Source: an optimization exercise on an open RTL-to-GDS flow (aim: small area, a short achievable clock period and few clock cycles per item). Production flows keep margins and buffers that such runs may drop. The RTL was checked by simulation tests, not by an equivalence proof against the original design. Power is estimated from default activity; no workload was simulated.

## flow/design.v (module list and top-level ports; edited modules follow where they fit)
// module lstm: 209 lines
// module gate: 98 lines
// module dot_prod: 452 lines
// module booth_enc: 25 lines
// module weightRAM: 10 lines
// module sigmoid: 22 lines
// module tanh: 22 lines
module lstm (inputVec, trainingFlag, clock, reset, newSample, dataoutReady, outputVec);
  // ...
==> flow/weights.hex <==
001b7ff4ffeac40132
006080396ffb6bfda1
005d7fc8400203fd1e
ff548049100e1bfeb5
000d7fd8500d840451
00f90012000c1ffbfd
ffb7bfea3ffad80010
000000000000000000
ffebfffffff64bfbc6
febdbfff60077ffae8
fea8ffa96004b402b3
ff59003d0ff4980527
004a404f8ff07fff1d
ff5c003c7015bffc39
0078ffefaffe3000fe
000000000000000000
fecb3ffcf0104402e8
ff7f80284ff1cbfe3f
ffa9ffd81014fc0369
ff26c02d2005e003f2
feabbff5aff4a3fb32
00ca00020ff8cbfcef
0207c085f01dd00832
000000000000000000
0069ffb81fed4bfabc
feadffd67002f7fbc9
00aec0563ff7e8006a
fee10047b008e7fc79
ffef8026601233fac0
ff70403540050c044a
0035c00b20047fff81
000000000000000000
==> flow/flow/run.sh <==
#!/bin/bash
# The standard layout (standard.sh: the standard synthesis and ORFS
# flow, unchanged), with a larger setup-repair margin so that repair_timing
# keeps improving paths past what the 12 ns period alone asks for, and
# plain buffers (buf_4) as the port buffers instead of the delay cells the
# resizer picks by default.  ORFS writes each step's full log under
# orfs/logs; make's output goes to standard.log here.
bash standard.sh SETUP_SLACK_MARGIN=${FLOW_SETUP_MARGIN:-8.4} \
  "BUFFER_PORTS_ARGS=-buffer_cell sky130_fd_sc_hd__buf_4" finish > standard.log 2>&1
==> flow/standard.sh <==
#!/bin/bash
# synth_recipe.tcl (not shown) runs the flow's synth.tcl, then flattens the netlist and writes it again
# the make line also repeats each setting of config.mk as NAME=value (left out here)
make -C /OpenROAD-flow-scripts/flow DESIGN_CONFIG=/design/flow/config.mk WORK_HOME=/design/flow/orfs CLKGATE_MAP_FILE= SYNTH_SCRIPT=/design/flow/synth_recipe.tcl "${@:-finish}"
==> flow/config.mk <==
export PLATFORM = sky130hd
export DESIGN_NAME = lstm
export DESIGN_NICKNAME = lstm
export VERILOG_FILES = /design/flow/design.v
export SDC_FILE = /design/flow/constraint.sdc
export NUM_CORES = 4
export LEC_CHECK = 0
export ABC_AREA = 1
export CAP_MARGIN = 20
export CORE_MARGIN = 2
export CORE_UTILIZATION = 45
export PLACE_DENSITY = 0.6
export SETUP_SLACK_MARGIN = 5
export SLEW_MARGIN = 20
export TNS_END_PERCENT = 5
==> flow/constraint.sdc <==
create_clock -name core_clock -period 12.0 [get_ports {clock}]
set_input_delay 2.4000 -clock core_clock [delete_from_list [all_inputs] [get_ports {clock}]]
set_output_delay 2.4000 -clock core_clock [all_outputs]
set_load 0.01 [all_outputs]
==> results.json, run 1 <==
{
  "status": "complete, no violations",
  "ys_ff_latch": 858,
  "async_flop_share_pct": 0,
  "drtAntennaViolNets": 0,
  "dieArea_mm2": 0.1538,
  "highest_layer": "met5",
  "syn2layout_area_growth_pct": 12.02,
  "first_pass_iters": 6,
  "finClkSkew_ns": 0.03254,
  "synth-xor-area-share_pct": 9.078,
  "hold_end": "U[2].LANE.C[0]",
  "synth_top_area_share_pct": 18.25,
  "p_sw_uw": 12170,
  "yosysTopAreaCell": "dfxtp_1",
  "crit_buf_inv": 2,
  "busiest_layer": "met2",
  "antenna_cells": 12,
  "fin_tns_setup_ns": 0,
  "slowest_stage": "o22ai_1",
  "finalNonFillerCells": 10800,
  "drt_iter0_drc": 7077,
  "reg2reg_from": "xsrc[0]",
  "netlist_top_cells_area": "dfxtp_1 18%, fa_1 14%, edfxtp_1 11%",
  "grt_pass1_vias": 58630,
  "ff_latch_area_mm2": 0.01974
}
Testbench counts, summed over its fixed seeds: cycles 13,128, items 320.
==> inputs of run 2 (changes only) <==
--- a/flow/config.mk
+++ b/flow/config.mk
@@ -12,4 +12,4 @@
 export PLACE_DENSITY = 0.6
 export SETUP_SLACK_MARGIN = 5
 export SLEW_MARGIN = 20
-export TNS_END_PERCENT = 5
+export TNS_END_PERCENT = 20
==> results.json, run 2 <==
{
  "fin_crit_sh_pct": 31.73,
  "clockPowerShare_pct": 14.1,
  "grt_antenna_before_repair": 25,
  "r2r_slack_ns": 8.29,
  "place.gp.congestion": 1.070,
  "crit_buf_inv": 1,
  "finClkSkew_ns": 0.03069,
  "endpoint_kind": "output pin",
  "internal-power_uw": 11770,
  "cts_made_buffers": 103,
  "fillers": 14680,
  "min_from": "U[1].LANE.bneg[0]",
  "hold_ws_ns": 0.4789,
  "clkLatencyLatePin_ns": 0.75,
  "max-vdd-ir-drop_v": 0.0002018,
  "clk_pin_slew_ns": 0.06,
  "worst_pin_slew_ns": 1.077,
  "relSlewSlack_pct": 27.43,
  "hp-class": "flop to flop",
  "fin_ws_ns": 8.193,
  "synth.net_count": 9495,
  "reg_top3": "U.LANE.R x116, U.LANE.S x116, U.LANE.C x112",
  "cap_viol_max_count": 0,
  "yosysTopAreaCell": "dfxtp_1",
  "fin_nets": 9673,
  "synth_edf_count": 240,
  "dieArea_mm2": 0.1538,
  "clockBufferDepth": 3,
  "worst_ep_arrival_time_ns": 1.41,
  "hold_end": "U[1].LANE.C[0]",
  "cts_tree": "yes",
  "netlist_top_cells_area": "dfxtp_1 18%, fa_1 14%, edfxtp_1 11%",
  "reg2reg_from": "U[1].LANE.A[11]",
  "drc": 0,
  "setup.worst_path.start_class": "flop",
  "status": "complete, no violations",
  "core_mm2": 0.1498,
  "path_delay_family": "flip-flops",
  "htreeDepth": 3,
  "swShare_pct": 51.11,
  "drt_iter0_drc": 6669,
  "ff_latch_area_mm2": 0.01980,
  "finalNonFillerCells": 10930,
  "yosys_warnings": 5,
  "synth_cell_types": 59,
  "reg2reg_to": "U[1].LANE.S[15]",
  "grt_max_degree": 71,
  "final_cell_mix": "1,529 x nand2_1, 1,388 x inv_1, 632 x xor2_1, 521 x dfxtp_1, 491 x a21oi_1",
  "fmax_mhz": 262.7,
  "wl_per_cell_um": 26.29,
  "dp_slack_ns": 7.162,
  "combPwrFrac_pct": 64.9,
  "setup_violations": 0,
  "ctsHoldBuffers": 0,
  "fp.dieH_um": 392.2,
  "fin_tns_setup_ns": 0,
  "dp_cells": 10500,
  "yosysMostFrequentCell": "nand2_1",
  "dp_hpwl_mm": 220.1,
  "crit_path_cell_trace": "buf_4",
  "cts.sinks": 858,
  "drtAntennaViolNets": 0,
  "layout_commonest_cell": "nand2_1",
  "ys_ff_latch": 858,
  "required_ns": 9.60,
  "yosys-top-cells-count": "1,555 x nand2_1, 1,433 x inv_1, 635 x xor2_1",
  "synth_area_mm2": 0.06780,
  "syn_inst": 8636,
  "routed_wl_mm": 287.3,
  "r2r.worst_path.cells": 10,
  "hold_depth": 0,
  "io-pin-count": 113,
  "power_density_mw_per_mm2": 312.1,
  "drive_gt1_share_pct": 11.14,
  "yosysSeqAreaShare_pct": 28.88,
  "rsz0062_at_grt": "true",
  "vias": 62610,
  "multi_input_area_mm2": 0.04160,
  "grt_pass1_vias": 59210,
  "crit_type": "flop to output pin",
  "overflow": 0,
  "period_needed_ns": 3.807,
  "die_x_um": 392.2,
  "pwr-share-seq_pct": 21.0,
  "track_usage_pct": 36.37,
  "path_max_fanout": 2,
  "row_count": 142,
  "via_per_inst": 5.728,
  "slowest_stage": "dfxtp_1",
  "syn2layout_area_growth_pct": 13.73,
  "first_pass_iters": 8,
  "io_buffers": 111,
  "start_util_pct": 45.27,
  "hold_viol": 0,
  "async_flop_share_pct": 0,
  "critPathMaxStageDelay_ns": 0.48,
  "synth_top_area_share_pct": 18.25,
  "p_leak_uw": 0.03654,
  "grt_pass1_wl_mm": 406.8,
  "cts-root-buf": "clkbuf_16",
  "syn_area_per_cell_um2": 7.851,
  "p_sw_uw": 12300,
  "timing_max_transition_violations_final": 0,
  "ys.flop_type": "dfxtp_1"
}
==> run 2: per-stage QoR <==
| stage | util, % | cell area [um^2] | power (uW) |
|---|---|---|---|
| after floorplan | - | 67800 | 14370 |
| after global placement | 47.01 | 70400 | 19900 |
| after detailed placement | 47.01 | 70400 | 20130 |
| after CTS | 49.86 | 74680 | 23660 |
| after global routing | 51.47 | 77090 | 25910 |
| final | 51.48 | 77110 | 24070 |
==> run 2: per-layer routing <==
metal / routed length (um) / track usage (%)
met5: 11 / 0
met4: 14520 / 15.73
met3: 29740 / 7.776
met2: 122800 / 54.84
met1: 120200 / 50.17
==> run 2: cell families (layout without fill, tap and decap cells) <==
group	Yosys count	count (layout)	share of synthesized area, %
flip-flops	858	858	28.88
other	0	10	0
adder cells (fa/ha/maj)	819	819	20.47
multiplexers	11	11	0.1753
AND/OR/NAND/NOR	2718	2719	16.92
XOR/XNOR	701	701	9.078
AO/OA/AOI/OAI	1660	1660	13.93
buffers and inverters	1869	2137	10.55
==> run 2: worst max-delay path by stage <==
stage | startpoint | to | depth (start not counted)
2_1_floorplan | U[2].LANE.bneg[4] | U[2].LANE.S[13] | 11
3_3_place_gp | U[3].LANE.kk[0] | U[3].LANE.R[28] | 14
3_5_place_dp | U[3].LANE.kk[0] | U[3].LANE.gv[17] | 14
4_1_cts | U[0].LANE.h[12] | outputVec[12] | 1
5_1_grt | reset | ROM.bias[42] | 10
6_report | U[0].LANE.h[8] | outputVec[8] | 1
==> run 2: power by group through the flow <==
stage	Sequential (uW)	Clock [uW]	Combinational [uW]
2_1_floorplan	4750	0	9620
3_5_place_dp	5110	0	15000
5_1_grt	5120	3530	17300
6_report	5060	3380	15600
4_1_cts	5050	3420	15200
3_3_place_gp	5110	0	14800
==> run 2: cell type report <==
type | count | share of cell area, %
Timing Repair Buffer | 416 | 4.479
Clock buffer | 141 | 3.852
Timing Repair inverter | 7 | 0.05517
Antenna cell | 10 | 0.03245
Clock inverter | 55 | 0.8389
Inverter | 1518 | 7.846
Multi-Input combinational cell | 5910 | 53.95
Sequential cell | 858 | 25.68
Tap cell | 2016 | 3.271
==> run 2: timing repair <==
action / in CTS / in global routing
cloned: 1 / 8
buffers inserted: 33 / 187
endpoints found under the setup margin: 509 / 437
resized for setup: 142 / 250
pin swaps: 8 / 12

afterwards: timing with drivers on the ports:
How much do the figures lean on ideal ports? The routed layouts below were timed once more, with nothing changed but the port constraints.
Step 1, drivers: a clkbuf_16 drives clock and a buf_2 each remaining input, both assumed.
Step 2, shift: input delay + t, output delay - t, t = (earliest + latest rising clock arrival at the registers) / 2. This alone moves slack from input paths to output paths.
Three values: ideal, step 1, step 2; two values: the first two.
run	shift t [ns]	slack for setup (ns)	worst register clock-pin slew, ns	worst slew at a driven data input, ns
run 1	0.824	8.193 / 8.138 / 7.499	0.07 / 0.07	0.07
run 2	0.825	8.193 / 8.106 / 7.574	0.07 / 0.07	0.10
After both steps every run listed still meets setup and hold. The setup slack of run 1, which loses most, moves by -0.055 ns with the drivers and by -0.694 ns with both steps.
